Background: an optimization exercise with open tools, aiming at small area, a short achievable clock period and few clock cycles. Do not read the settings as production practice. In this exercise RTL edits were held to simulation tests only and were not proved equivalent to the original.

==> design/flow/design.v <==
module systolic_array #(
    parameter DATAWIDTH = 16,
    parameter N_SIZE = 5            
) (
    input  wire                     clk,
    input  wire                     rst_n,
    input  wire                     valid_in,
    input  wire signed [N_SIZE*DATAWIDTH-1:0] matrix_a_in,
    input  wire signed [N_SIZE*DATAWIDTH-1:0] matrix_b_in,
    output wire valid_out,
    output reg signed [N_SIZE*2*DATAWIDTH-1:0] matrix_c_out                  
);
    wire signed [DATAWIDTH-1:0] a_internal_flow [0:N_SIZE-1][0:N_SIZE];
    wire signed [DATAWIDTH-1:0] b_internal_flow [0:N_SIZE][0:N_SIZE-1];
    wire signed [2*DATAWIDTH-1:0] c_pe_out [0:N_SIZE-1][0:N_SIZE-1];
    wire valid_pe_input [0:N_SIZE-1][0:N_SIZE-1];
    reg [0:2*N_SIZE-1] valid_shift;
    wire valid_out_start = valid_shift[2*N_SIZE-1];
    reg [N_SIZE-1:0] valid_out_shift;
    localparam ROW_CNT_WIDTH = ($clog2(N_SIZE) > 0) ? $clog2(N_SIZE) : 1;
    reg [ROW_CNT_WIDTH-1:0] row_counter;
    genvar i, j;
    generate
        for (i = 0; i < N_SIZE; i = i + 1) begin : a_input_delay_gen
            reg signed [DATAWIDTH-1:0] a_delay_chain [0:i];
            always @(posedge clk or negedge rst_n) begin
                if (!rst_n) begin
                    for (integer k = 0; k <= i; k = k + 1) begin
                        a_delay_chain[k] <= 0;
                    end
                end else begin
                    a_delay_chain[0] <= matrix_a_in[i*DATAWIDTH +: DATAWIDTH];
                    for (integer k = 0; k < i; k = k + 1) begin
                        a_delay_chain[k+1] <= a_delay_chain[k];
                    end
                end
            end
            assign a_internal_flow[i][0] = a_delay_chain[i];
        end
    endgenerate
    generate
        for (j = 0; j < N_SIZE; j = j + 1) begin : b_input_delay_gen
            reg signed [DATAWIDTH-1:0] b_delay_chain [0:j];
            always @(posedge clk or negedge rst_n) begin
                if (!rst_n) begin
                    for (integer k = 0; k <= j; k = k + 1) begin
                        b_delay_chain[k] <= 0;
                    end
                end else begin
                    b_delay_chain[0] <= matrix_b_in[j*DATAWIDTH +: DATAWIDTH];
                    for (integer k = 0; k < j; k = k + 1) begin
                        b_delay_chain[k+1] <= b_delay_chain[k];
                    end
                end
            end
            assign b_internal_flow[0][j] = b_delay_chain[j];
        end
    endgenerate
    generate
        for (i = 0; i < N_SIZE; i = i + 1) begin : valid_row_gen
            for (j = 0; j < N_SIZE; j = j + 1) begin : valid_col_gen
                reg valid_delay_chain [0:i+j];
                always @(posedge clk or negedge rst_n) begin
                    if (!rst_n) begin
                        for (integer k = 0; k <= (i+j); k = k + 1) begin
                            valid_delay_chain[k] <= 1'b0;
                        end
                    end else begin
                        valid_delay_chain[0] <= valid_in;
                        for (integer k = 0; k < (i+j); k = k + 1) begin
                            valid_delay_chain[k+1] <= valid_delay_chain[k];
                        end
                    end
                end
                assign valid_pe_input[i][j] = valid_delay_chain[i+j];
            end
        end
    endgenerate
    generate
        for (i = 0; i < N_SIZE; i = i + 1) begin : row_gen
            for (j = 0; j < N_SIZE; j = j + 1) begin : col_gen
                processing_element #(
                    .DATAWIDTH(DATAWIDTH)
                ) pe_inst (
                    .clk(clk),
                    .rst_n(rst_n),
                    .valid_in(valid_pe_input[i][j]),  
                    .a_in_pe(a_internal_flow[i][j]),  
                    .b_in_pe(b_internal_flow[i][j]),  
                    .a_out_pe(a_internal_flow[i][j+1]),  
                    .b_out_pe(b_internal_flow[i+1][j]),  
                    .c_out_pe(c_pe_out[i][j]),        
                    .valid_out_pe()                   
                );
            end
        end
    endgenerate
    always @(posedge clk or negedge rst_n) begin
        if (!rst_n) begin
            valid_shift <= 0;  
        end else begin
            valid_shift[0] <= valid_in;  
            for (integer k = 0; k < 2*N_SIZE-1; k = k + 1) begin
                valid_shift[k+1] <= valid_shift[k];
            end
        end
    end
    always @(posedge clk or negedge rst_n) begin
        if (!rst_n) begin
            valid_out_shift <= 0;  
        end else begin
            if (valid_out_start) begin
                valid_out_shift <= {N_SIZE{1'b1}};
            end else begin
                valid_out_shift <= valid_out_shift >> 1;
            end
        end
    end
    always @(posedge clk or negedge rst_n) begin
        if (!rst_n) begin
            row_counter <= 0;  
        end else if (|valid_out_shift) begin  
            if (row_counter < N_SIZE-1) begin
                row_counter <= row_counter + 1;  
            end else begin
                row_counter <= 0;  
            end
        end else begin
            row_counter <= 0;  
        end
    end
    assign valid_out = |valid_out_shift;
    always @(*) begin
        for (integer j = 0; j < N_SIZE; j = j + 1) begin
            matrix_c_out[j*2*DATAWIDTH +: 2*DATAWIDTH] = c_pe_out[row_counter][j];
        end
    end
endmodule
module processing_element #(
    parameter DATAWIDTH = 16
) (
    input  wire clk,
    input  wire rst_n,
    input  wire valid_in,
    input  wire signed [DATAWIDTH-1:0] a_in_pe,
    input  wire signed [DATAWIDTH-1:0] b_in_pe,
    output wire valid_out_pe,
    output wire signed [DATAWIDTH-1:0] a_out_pe,
    output wire signed [DATAWIDTH-1:0] b_out_pe,
    output wire signed [2*DATAWIDTH-1:0] c_out_pe
);
    reg signed [DATAWIDTH-1:0] a_reg, b_reg;
    reg signed [2*DATAWIDTH-1:0] c_accum_reg;
    reg valid_reg;
    always @(posedge clk or negedge rst_n) begin
        if (!rst_n) begin
            a_reg       <= 0;
            b_reg       <= 0;
            c_accum_reg <= 0;
            valid_reg   <= 1'b0;
        end else begin
            a_reg <= a_in_pe;
            b_reg <= b_in_pe;
            valid_reg <= valid_in;
            if (valid_in) begin
                c_accum_reg <= c_accum_reg + (a_in_pe * b_in_pe);
            end
        end
    end
    assign a_out_pe     = a_reg;
    assign b_out_pe     = b_reg;
    assign c_out_pe     = c_accum_reg;
    assign valid_out_pe = valid_reg;
endmodule
==> design/flow/run.sh <==
#!/bin/bash
# synth_recipe.tcl (not shown) runs the flow's synth.tcl, then flattens the netlist and writes it again
# the make line also repeats each setting of config.mk as NAME=value (left out here)
make -C /OpenROAD-flow-scripts/flow DESIGN_CONFIG=/design/flow/config.mk WORK_HOME=/design/flow/orfs CLKGATE_MAP_FILE= SYNTH_SCRIPT=/design/flow/synth_recipe.tcl finish
==> design/flow/config.mk <==
export PLATFORM = sky130hd
export DESIGN_NAME = systolic_array
export DESIGN_NICKNAME = systolic_array
export VERILOG_FILES = /design/flow/design.v
export SDC_FILE = /design/flow/constraint.sdc
export NUM_CORES = 8
export LEC_CHECK = 0
export CAP_MARGIN = 40
export CORE_MARGIN = 2
export CORE_UTILIZATION = 35
export SLEW_MARGIN = 40
==> design/flow/constraint.sdc <==
create_clock -name core_clock -period 9.0 [get_ports {clk}]
set_input_delay 1.8000 -clock core_clock [delete_from_list [all_inputs] [get_ports {clk}]]
set_output_delay 1.8000 -clock core_clock [all_outputs]
set_load 0.01 [all_outputs]
==> run summary <==
unique cell type count in the Yosys netlist 90; clock sink total between 1500 and 2000; setup_tns 0 ns; clk buf depth 5; post-synth top area share a little over two fifths; FF-to-FF setup slack 1.43 ns; setup slack after layout 0.115 ns; GP Congestion about 1.1; Final Cell Area approximately 0.39 sq mm; syn_nets approximately 46000; grt ovf 0; Post-synth EDFFs 0; Tot GR Track Use 31.8%; arrival time at the worst endpoint between 7 and 8 ns; CTS Buf Count 280; Worst R2R Start a_input_delay_gen[0].a_delay_chain[0][15]; Die X-Extent 1000 um; Syn Area/Cell between 9 and 10 sq um; PortBufs ~320; Min-Delay Startpoint a_input_delay_gen[4].a_delay_chain[2][15]; initial antenna violation count approximately 270; CP Capture Type output port; Final #Nets ~46000; DP HPWL approximately 1300000 um; main area contributors after synthesis fa_1 (42%), dfrtp_1 (14%), inv_1 (9.0%), ha_1 (8.8%), and2_1 (5.5%); max-slew violations 0; H-Tree Depth 5; Inst Count DP 49104; final core utilization between 30% and 40%; CP max FO 50; critical path type reg -> out; FF+latch count, synth 1938; CORE AREA around 1.0 sq mm; post-route ant nets 0; Ports 324; Via Count ~270k; status timing/DRC/antenna clean; post-synthesis async set-or-reset flop share 100%; first-pass GRT wire length about 2300000 um; Post-Synth Simple-Gate Area 12.5%; CTS Root Cell clkbuf_16; cell area after placement between 0.3 and 0.4 sq mm; Syn Std Cell Area 0.350 sq mm; Max Clk Rate around 0.11 GHz; HP Class reg -> reg; DIE AREA ~1 sq mm; largest family of logic cells by synthesized area adder cells; max cap viols 0; RSZ-0062 raised after global routing no; Min-Delay Endpoint a_input_delay_gen[4].a_delay_chain[3][15]; Seq/Total Area, Yosys 13.9%; Slew @ Worst Pin about 1.1 ns; post-synthesis mux area share 1.95%; row count 367; DRT Wirelength approximately 1600000 um; Post-route DRC 0; top_reg_cell synth dfrtp_1; Yosys top cell by area fa_1; Initial Util 35.1%; compound-cell area share of the yosys netlist about 8%; Post-Syn Instances about 36000; post-CTS setup buffer count 0; post-route clock period utilization approximately 99%; post-route insts no fill 49908; largest net degree at the start of global routing about 160; die height about 1000 um; CTS tree built; First DRT Iteration DRCs 29065; Final setup viols 0; max reg flops 800; post-CTS sizing 0; post-DR vias/cell ~5.5; Tmin final 8.89 ns; Rel. slew slack between 20% and 30%; Worst-Skew Late Latency roughly 1.1 ns; Fin Clk Skew 0.0881 ns; worst hold slack around 0.32 ns; vias in the first global route slightly below 300k; xor and xnor area share after synthesis under 10%; setup slack at placement 1.36 ns; DR WL/cell approximately 32 um; worst path required time between 7 and 8 ns; terminus of the critical flop-to-flop path row_gen[0].col_gen[0].pe_inst.c_accum_reg[31]; synth warn 72; layout cell share with drive strength beyond 1 under 10%; clock-pin slew on the worst setup and hold paths ~0.06 ns; post-synthesis adder-cell area fraction 50.6%; first drt pass iteration count 13; r2r worst-path depth 23; CTS Hold Bufs 0; Hold Fails Final Rpt 0; P&R area growth vs syn 10.3%; fill count 98088; Setup crit start kind flip-flop; hold path depth 0
## metal layers
layer  vias up  routed length, um  track usage, %  part of all wire [%]
li1     111102                  -               -                     -
met1    144936             621000            39.6                    39
met2     13762             676000            46.9                    42
met3      3741             167000            10.6                    10
met4        60             138000            21.8                   8.6
met5         -                411               0                 0.026
## kinds of logic after synthesis
family / Yosys count
AO/OA/AOI/OAI: 3888
XOR/XNOR: 963
adder cells (fa/ha/maj): 9763
buffers and inverters: 9828
flip-flops: 1938
multiplexers: 610
AND/OR/NAND/NOR: 8835
## cells in the final DEF, fill, tap and decap left out, types with 103 or more instances in the layout
cell type and instances:
a22oi_1 671, a21o_1 296, clkdlybuf4s50_1 313, a31oi_1 105, nand3_1 279, mux2_2 576, inv_1 8406, diode_2 291
nor3_1 167, a221oi_1 295, a22o_1 252, dfrtp_1 1577, buf_4 958, nor2_1 804, nand4_1 256, dfrtp_2 351
o21ai_0 359, nand2b_1 179, a222oi_1 364, a21oi_1 778, nand2_1 3601, buf_12 103, clkbuf_16 281, ha_1 2461
xnor2_1 748, and2_1 3094, o21a_1 135, and3_1 109, fa_1 7283, xor2_1 211
## Yosys cell counts (66+ instances only)
library cell and count:
a22oi_1 672, nand4_1 256, inv_1 8411, a21o_1 296, nand2b_1 180, nor2b_1 68, xor2_1 211, o31ai_1 66
and3_1 117, dfrtp_1 1938, a22o_1 252, o21bai_1 88, a221oi_1 295, xnor2_1 750, clkbuf_1 1340, o21a_1 135
a31oi_1 106, nor2_1 860, ha_1 2463, mux2_2 576, nand2_1 3603, o21ai_0 374, fa_1 7300, a222oi_1 364
and2_1 3100, nor3_1 189, a21oi_1 797, nand3_1 280, a211oi_1 95
## critical path, cell delays in order (launching register included)
cell,delay [ns]
dfrtp_1,0.47
ha_1,0.24
ha_1,0.76
and2_4,0.33
nor2b_4,0.20
xnor2_4,0.17
or2_1,0.30
nor2_2,0.08
nor4_1,0.41
nand4_1,0.12
or4_2,0.72
buf_12,0.27
buf_4,0.35
a21oi_2,0.74
clkdlybuf4s50_1,0.74
## worst max path at each step
stage | startpoint | slack, ns | to | cells past startpoint
floorplan | row_gen[4].col_gen[3].pe_inst.a_reg[15] | 2.19 | row_gen[4].col_gen[4].pe_inst.c_accum_reg[31] | 23
global placement | row_counter[0] | 0.82 | matrix_c_out[97] | 14
detailed placement | row_counter[0] | 1.36 | matrix_c_out[102] | 14
CTS | row_counter[0] | 0.24 | matrix_c_out[102] | 14
global route | row_counter[0] | 0.09 | matrix_c_out[102] | 12
finish | row_counter[0] | 0.11 | matrix_c_out[102] | 14
## final cells by class
| cell class | count | area (sq um) | area share [%] |
|---|---|---|---|
| clock inverters | 156 | 2130 | 0.553 |
| repair buffers | 1420 | 13100 | 3.40 |
| well taps | 13284 | 16600 | 4.31 |
| diodes | 291 | 728 | 0.189 |
| flip-flops and latches | 1938 | 49000 | 12.7 |
| multi-input cells | 24059 | 265000 | 68.7 |
| clock buffers | 345 | 7530 | 1.95 |
| inverters | 8415 | 31600 | 8.19 |
Testbench counts, summed over its fixed seeds: cycles 38,400.

-- port drivers added, routing unchanged --
No port has a modelled driver above. Below, the same layout with a new extraction and two added sets of constraints.
Step 1 assumes that a clkbuf_16 drives the clock port and a buf_2 every other input.
Step 2 also shifts input and output timing later by t, the mid clock arrival at the registers, as if the neighbouring blocks saw the same clock.
a / b / c = ideal ports / drivers / drivers and shift; a / b = the first two.
t, ns: 1.196
slack for setup (ns): 0.115 / -0.046 / 1.151
worst data-port slew with drivers (ns): 0.12
After both steps this run still meets setup and hold. For this run, drivers alone change the setup slack by -0.161 ns; drivers and shift together by +1.036 ns.
